Source: an optimization exercise on an open RTL-to-GDS flow (aim: small area, a short achievable clock period and few clock cycles per item). Production flows keep margins and buffers that such runs may drop. RTL that was checked went through simulation tests only; none was proved equivalent to the original.

main:
==> flow/design.v <==
`timescale 1ns / 1ps
module MD5(
    input clk,
    input rst_n,
    input hash_en,
    input rst_en,
    input w_en,
    input [2:0] w_addr,
    input [63:0] w_data,
    input r_addr,
    output wire [63:0] r_data,
    output wire hash_rdy
);
    localparam [31:0] IV_A = 32'h67452301;
    localparam [31:0] IV_B = 32'hefcdab89;
    localparam [31:0] IV_C = 32'h98badcfe;
    localparam [31:0] IV_D = 32'h10325476;
    function [31:0] k;
        input [5:0] idx;
        begin
            case (idx)
                6'd0:  k = 32'hd76aa478; 6'd1:  k = 32'he8c7b756; 6'd2:  k = 32'h242070db; 6'd3:  k = 32'hc1bdceee;
                6'd4:  k = 32'hf57c0faf; 6'd5:  k = 32'h4787c62a; 6'd6:  k = 32'ha8304613; 6'd7:  k = 32'hfd469501;
                6'd8:  k = 32'h698098d8; 6'd9:  k = 32'h8b44f7af; 6'd10: k = 32'hffff5bb1; 6'd11: k = 32'h895cd7be;
                6'd12: k = 32'h6b901122; 6'd13: k = 32'hfd987193; 6'd14: k = 32'ha679438e; 6'd15: k = 32'h49b40821;
                6'd16: k = 32'hf61e2562; 6'd17: k = 32'hc040b340; 6'd18: k = 32'h265e5a51; 6'd19: k = 32'he9b6c7aa;
                6'd20: k = 32'hd62f105d; 6'd21: k = 32'h02441453; 6'd22: k = 32'hd8a1e681; 6'd23: k = 32'he7d3fbc8;
                6'd24: k = 32'h21e1cde6; 6'd25: k = 32'hc33707d6; 6'd26: k = 32'hf4d50d87; 6'd27: k = 32'h455a14ed;
                6'd28: k = 32'ha9e3e905; 6'd29: k = 32'hfcefa3f8; 6'd30: k = 32'h676f02d9; 6'd31: k = 32'h8d2a4c8a;
                6'd32: k = 32'hfffa3942; 6'd33: k = 32'h8771f681; 6'd34: k = 32'h6d9d6122; 6'd35: k = 32'hfde5380c;
                6'd36: k = 32'ha4beea44; 6'd37: k = 32'h4bdecfa9; 6'd38: k = 32'hf6bb4b60; 6'd39: k = 32'hbebfbc70;
                6'd40: k = 32'h289b7ec6; 6'd41: k = 32'heaa127fa; 6'd42: k = 32'hd4ef3085; 6'd43: k = 32'h04881d05;
                6'd44: k = 32'hd9d4d039; 6'd45: k = 32'he6db99e5; 6'd46: k = 32'h1fa27cf8; 6'd47: k = 32'hc4ac5665;
                6'd48: k = 32'hf4292244; 6'd49: k = 32'h432aff97; 6'd50: k = 32'hab9423a7; 6'd51: k = 32'hfc93a039;
                6'd52: k = 32'h655b59c3; 6'd53: k = 32'h8f0ccc92; 6'd54: k = 32'hffeff47d; 6'd55: k = 32'h85845dd1;
                6'd56: k = 32'h6fa87e4f; 6'd57: k = 32'hfe2ce6e0; 6'd58: k = 32'ha3014314; 6'd59: k = 32'h4e0811a1;
                6'd60: k = 32'hf7537e82; 6'd61: k = 32'hbd3af235; 6'd62: k = 32'h2ad7d2bb; default: k = 32'heb86d391;
            endcase
        end
    endfunction
    function [31:0] rotl;
        input [31:0] x;
        input [4:0] n;
        begin
            rotl = (x << n) | (x >> (6'd32 - {1'b0, n}));
        end
    endfunction
    function [31:0] add_bk;
        input [31:0] a, b;
        reg [31:0] p, G, P;
        integer l, i;
        begin
            p = a ^ b;
            G = a & b;
            P = p;
            for (l = 0; l < 5; l = l + 1)
                for (i = (2 << l) - 1; i < 32; i = i + (2 << l)) begin
                    G[i] = G[i] | (P[i] & G[i - (1 << l)]);
                    P[i] = P[i] & P[i - (1 << l)];
                end
            for (l = 3; l >= 0; l = l - 1)
                for (i = (3 << l) - 1; i < 32; i = i + (2 << l)) begin
                    G[i] = G[i] | (P[i] & G[i - (1 << l)]);
                    P[i] = P[i] & P[i - (1 << l)];
                end
            add_bk = p ^ {G[30:0], 1'b0};
        end
    endfunction
    function [31:0] bswap;
        input [31:0] x;
        begin
            bswap = {x[7:0], x[15:8], x[23:16], x[31:24]};
        end
    endfunction
    localparam [7:0] TT_F = 8'hca;
    localparam [7:0] TT_G = 8'he4;
    localparam [7:0] TT_H = 8'h96;
    localparam [7:0] TT_I = 8'h39;
    function [7:0] rsel_of;             
        input [5:0] idx;
        begin
            case ({idx[5:4], idx[1:0]})
                4'd0:  rsel_of = {4'b0001, 4'b1000};    
                4'd1:  rsel_of = {4'b0010, 4'b1000};    
                4'd2:  rsel_of = {4'b0100, 4'b1000};    
                4'd3:  rsel_of = {4'b1000, 4'b0100};    
                4'd4:  rsel_of = {4'b0001, 4'b0010};    
                4'd5:  rsel_of = {4'b0010, 4'b0001};    
                4'd6:  rsel_of = {4'b0100, 4'b0001};    
                4'd7:  rsel_of = {4'b1000, 4'b0001};    
                4'd8:  rsel_of = {4'b0001, 4'b0001};    
                4'd9:  rsel_of = {4'b0010, 4'b0100};    
                4'd10: rsel_of = {4'b0100, 4'b0100};    
                4'd11: rsel_of = {4'b1000, 4'b1000};    
                4'd12: rsel_of = {4'b0001, 4'b0100};    
                4'd13: rsel_of = {4'b0010, 4'b0010};    
                4'd14: rsel_of = {4'b0100, 4'b0010};    
                default: rsel_of = {4'b1000, 4'b0010};  
            endcase
        end
    endfunction
    reg busy;
    reg r61, r62, fin;        
    reg [31:0] fr;            
    reg [3:0] rfine, rcoarse;
    reg [5:0] rn;             
    reg [15:0] gn;            
    reg [31:0] B, C, D;
    reg [31:0] P;             
    reg [31:0] ha, hb, hc, hd;
    reg iv;                   
    reg [63:0] slot [0:7];
    wire [31:0] Ha = iv ? IV_A : ha;
    wire [31:0] Hb = iv ? IV_B : hb;
    wire [31:0] Hc = iv ? IV_C : hc;
    wire [31:0] Hd = iv ? IV_D : hd;
    wire [31:0] Z1 = add_bk(r61 ? Ha : r62 ? Hd : Hc, B);
    wire [31:0] t = fr + P;
    wire [31:0] r1 = ({32{rfine[0]}} & rotl(t, 5'd4)) | ({32{rfine[1]}} & rotl(t, 5'd5))
                   | ({32{rfine[2]}} & rotl(t, 5'd6)) | ({32{rfine[3]}} & rotl(t, 5'd7));
    wire [31:0] rt = ({32{rcoarse[0]}} & r1) | ({32{rcoarse[1]}} & rotl(r1, 5'd5))
                   | ({32{rcoarse[2]}} & rotl(r1, 5'd10)) | ({32{rcoarse[3]}} & rotl(r1, 5'd16));
    wire [31:0] Bn = B + rt;
    wire [7:0] ttn = (rn[5:4] == 2'd0) ? TT_F : (rn[5:4] == 2'd1) ? TT_G :
                     (rn[5:4] == 2'd2) ? TT_H : TT_I;
    reg [31:0] x1, x0;
    integer j;
    always @(*)
        for (j = 0; j < 32; j = j + 1) begin
            x1[j] = ttn[{1'b1, B[j], C[j]}];
            x0[j] = ttn[{1'b0, B[j], C[j]}];
        end
    wire [31:0] B0 = rst_en ? IV_B : Hb;
    wire [31:0] C0 = rst_en ? IV_C : Hc;
    wire [31:0] D0 = rst_en ? IV_D : Hd;
    wire [31:0] fn_start = (B0 & C0) | (~B0 & D0);
    wire [31:0] y1 = busy ? x1 : fn_start;
    wire [31:0] y0 = busy ? x0 : fn_start;
    wire [31:0] frd = (Bn & y1) | (~Bn & y0);
    wire byp = ~busy & w_en & (w_addr == 3'd0);
    reg [31:0] wsel;
    always @(*) begin
        wsel = 32'd0;
        for (j = 0; j < 8; j = j + 1)
            wsel = wsel | ({32{gn[2*j]}} & slot[j][63:32]) | ({32{gn[2*j+1]}} & slot[j][31:0]);
    end
    wire [31:0] w_raw = byp ? w_data[63:32] : wsel;
    wire [31:0] An = busy ? (fin ? Hb : D) : (rst_en ? IV_A : Ha);
    wire [31:0] Kn = fin ? B : k(rn);
    wire [31:0] Wn = fin ? rt : bswap(w_raw);
    wire [31:0] Ps = An ^ Kn ^ Wn;
    wire [31:0] Pc = (An & Kn) | (An & Wn) | (Kn & Wn);
    wire [31:0] Pn = Ps + {Pc[30:0], 1'b0};
    wire [5:0] rn1 = rn + 6'd1;
    reg [15:0] gn1;
    always @(*) begin
        if (rn[3:0] == 4'd15)
            gn1 = (rn[5:4] == 2'd0) ? 16'h0002 : (rn[5:4] == 2'd1) ? 16'h0020 : 16'h0001;
        else case (rn[5:4])
            2'd0: gn1 = {gn[14:0], gn[15]};
            2'd1: gn1 = {gn[10:0], gn[15:11]};
            2'd2: gn1 = {gn[12:0], gn[15:13]};
            default: gn1 = {gn[8:0], gn[15:9]};
        endcase
    end
    always @(posedge clk) begin
        for (j = 0; j < 8; j = j + 1)
            if (~busy & w_en & (w_addr == j))
                slot[j] <= w_data;
        P <= Pn;
        fr <= frd;
        if (busy) begin
            B <= Bn;
            C <= B;
            D <= C;
        end else begin
            B <= B0;
            C <= C0;
            D <= D0;
        end
    end
    always @(posedge clk) begin
        if (r61)
            ha <= Z1;
        if (r62)
            hd <= Z1;
        if (fin) begin
            hc <= Z1;
            hb <= Pn;
        end
    end
    always @(posedge clk or negedge rst_n) begin
        if (~rst_n) begin
            busy <= 1'b0;
            iv <= 1'b1;
            r61 <= 1'b0;
            r62 <= 1'b0;
            fin <= 1'b0;
            {rcoarse, rfine} <= rsel_of(6'd0);
            rn <= 6'd0;
            gn <= 16'h0001;
        end else if (busy) begin
            r61 <= (rn == 6'd61);
            r62 <= (rn == 6'd62);
            fin <= (rn == 6'd63);
            {rcoarse, rfine} <= rsel_of(rn);
            rn <= rn1;
            gn <= gn1;
            if (fin) begin
                busy <= 1'b0;
                iv <= 1'b0;
                rn <= 6'd0;
                gn <= 16'h0001;
            end
        end else if (hash_en) begin
            busy <= 1'b1;
            {rcoarse, rfine} <= rsel_of(6'd0);
            rn <= 6'd1;
            gn <= 16'h0002;
            if (rst_en)
                iv <= 1'b1;
        end
    end
    assign hash_rdy = ~busy;
    assign r_data = r_addr ? {Ha, Hb} : {Hc, Hd};
endmodule
==> flow/config.mk <==
export PLATFORM = sky130hd
export DESIGN_NAME = MD5
export DESIGN_NICKNAME = MD5
export VERILOG_FILES = /design/flow/design.v
export SDC_FILE = /design/flow/constraint.sdc
export NUM_CORES = 4
export LEC_CHECK = 0
export ABC_AREA = 1
export CAP_MARGIN = 20
export CORE_MARGIN = 2
export CORE_UTILIZATION = 55
export CTS_BUF_LIST = sky130_fd_sc_hd__clkbuf_16
export CTS_CLUSTER_DIAMETER = 100
export CTS_CLUSTER_SIZE = 20
export SETUP_SLACK_MARGIN = 5
export SLEW_MARGIN = 20
==> flow/constraint.sdc <==
create_clock -name core_clock -period 12.0 [get_ports {clk}]
set_input_delay 2.4000 -clock core_clock [delete_from_list [all_inputs] [get_ports {clk}]]
set_output_delay 2.4000 -clock core_clock [all_outputs]
set_load 0.01 [all_outputs]
standard.sh (not shown) runs the stock make flow with config.mk's settings and CLKGATE_MAP_FILE= SYNTH_SCRIPT=/design/flow/synth_recipe.tcl, a recipe that flattens the netlist after the stock synthesis.
==> flow/flow/run.sh <==
#!/bin/bash
# The standard layout (standard.sh, unchanged synthesis and steps), with a
# larger setup margin for the resizer's timing repair so that it keeps
# working below the 12 ns clock, and plain buffers (buf_2) as the port
# buffers that buffer_ports inserts. The SDC and everything else are the standard flow's.
set -euo pipefail
MARGIN=6.3
export BUFFER_PORTS_ARGS="-buffer_cell sky130_fd_sc_hd__buf_2"
sed "s/SETUP_SLACK_MARGIN=[0-9.]*/SETUP_SLACK_MARGIN=${MARGIN}/" standard.sh > standard_margin.sh
bash standard_margin.sh > standard.log 2>&1
The inputs of the feature branch differ from those of main as listed below.
diff --git a/flow/design.v b/flow/design.v
--- a/flow/design.v
+++ b/flow/design.v
@@ -101,6 +101,7 @@
     endfunction
     reg busy;
     reg r61, r62, fin;        
+    reg last;                 
     reg [31:0] fr;            
     reg [3:0] rfine, rcoarse;
     reg [5:0] rn;             
@@ -114,7 +115,7 @@
     wire [31:0] Hb = iv ? IV_B : hb;
     wire [31:0] Hc = iv ? IV_C : hc;
     wire [31:0] Hd = iv ? IV_D : hd;
-    wire [31:0] Z1 = add_bk(r61 ? Ha : r62 ? Hd : Hc, B);
+    wire [31:0] Z1 = add_bk(r61 ? Ha : r62 ? Hd : fin ? Hc : Hb, B);
     wire [31:0] t = fr + P;
     wire [31:0] r1 = ({32{rfine[0]}} & rotl(t, 5'd4)) | ({32{rfine[1]}} & rotl(t, 5'd5))
                    | ({32{rfine[2]}} & rotl(t, 5'd6)) | ({32{rfine[3]}} & rotl(t, 5'd7));
@@ -145,9 +146,9 @@
             wsel = wsel | ({32{gn[2*j]}} & slot[j][63:32]) | ({32{gn[2*j+1]}} & slot[j][31:0]);
     end
     wire [31:0] w_raw = byp ? w_data[63:32] : wsel;
-    wire [31:0] An = busy ? (fin ? Hb : D) : (rst_en ? IV_A : Ha);
-    wire [31:0] Kn = fin ? B : k(rn);
-    wire [31:0] Wn = fin ? rt : bswap(w_raw);
+    wire [31:0] An = busy ? D : (rst_en ? IV_A : Ha);
+    wire [31:0] Kn = k(rn);
+    wire [31:0] Wn = bswap(w_raw);
     wire [31:0] Ps = An ^ Kn ^ Wn;
     wire [31:0] Pc = (An & Kn) | (An & Wn) | (Kn & Wn);
     wire [31:0] Pn = Ps + {Pc[30:0], 1'b0};
@@ -184,10 +185,10 @@
             ha <= Z1;
         if (r62)
             hd <= Z1;
-        if (fin) begin
+        if (fin)
             hc <= Z1;
-            hb <= Pn;
-        end
+        if (last)
+            hb <= Z1;
     end
     always @(posedge clk or negedge rst_n) begin
         if (~rst_n) begin
@@ -196,6 +197,7 @@
             r61 <= 1'b0;
             r62 <= 1'b0;
             fin <= 1'b0;
+            last <= 1'b0;
             {rcoarse, rfine} <= rsel_of(6'd0);
             rn <= 6'd0;
             gn <= 16'h0001;
@@ -206,7 +208,8 @@
             {rcoarse, rfine} <= rsel_of(rn);
             rn <= rn1;
             gn <= gn1;
-            if (fin) begin
+            last <= fin;
+            if (last) begin
                 busy <= 1'b0;
                 iv <= 1'b0;
                 rn <= 6'd0;
==> comparison <==
The feature branch vs. main: first-iteration DRC count moved up; register cell area after layout level; number of sequential cells level.
Between main and the feature branch, the number of placed instances, taps included figures differ only marginally.
Taking main as the reference, in the feature branch synthesized-area fraction occupied by ao, oa, aoi and oai cells now sits lower; die outline height lower.
Testbench counts of the feature branch, summed over its fixed seeds: cycles 28,032, blocks 384.
For main, only the layout was checked, not whether the RTL still works.

-- re-timing with driven ports --
Ports are ideal in the flow. The routed layouts listed here were re-timed in OpenROAD. Step 1, drivers: a clkbuf_16 drives clk and a buf_2 each remaining input, both assumed. Step 2, shift: input delay + t, output delay - t, t = (earliest + latest rising clock arrival at the registers) / 2. This alone moves slack from input paths to output paths. a / b / c = ideal ports / drivers / drivers and shift; a / b = the first two.
run | t (ns) | slack for setup (ns) | worst setup path at the end | worst register clock-pin slew, ns
main | 0.727 | 6.109 / 6.109 / 5.517 | input to register | 0.10 / 0.10
the feature branch | 0.722 | 6.229 / 6.092 / 5.704 | input to register | 0.09 / 0.09
After both steps setup and hold are still met in every run listed. For main, which loses most, drivers alone change the setup slack by 0.000 ns; drivers and shift together by -0.592 ns.
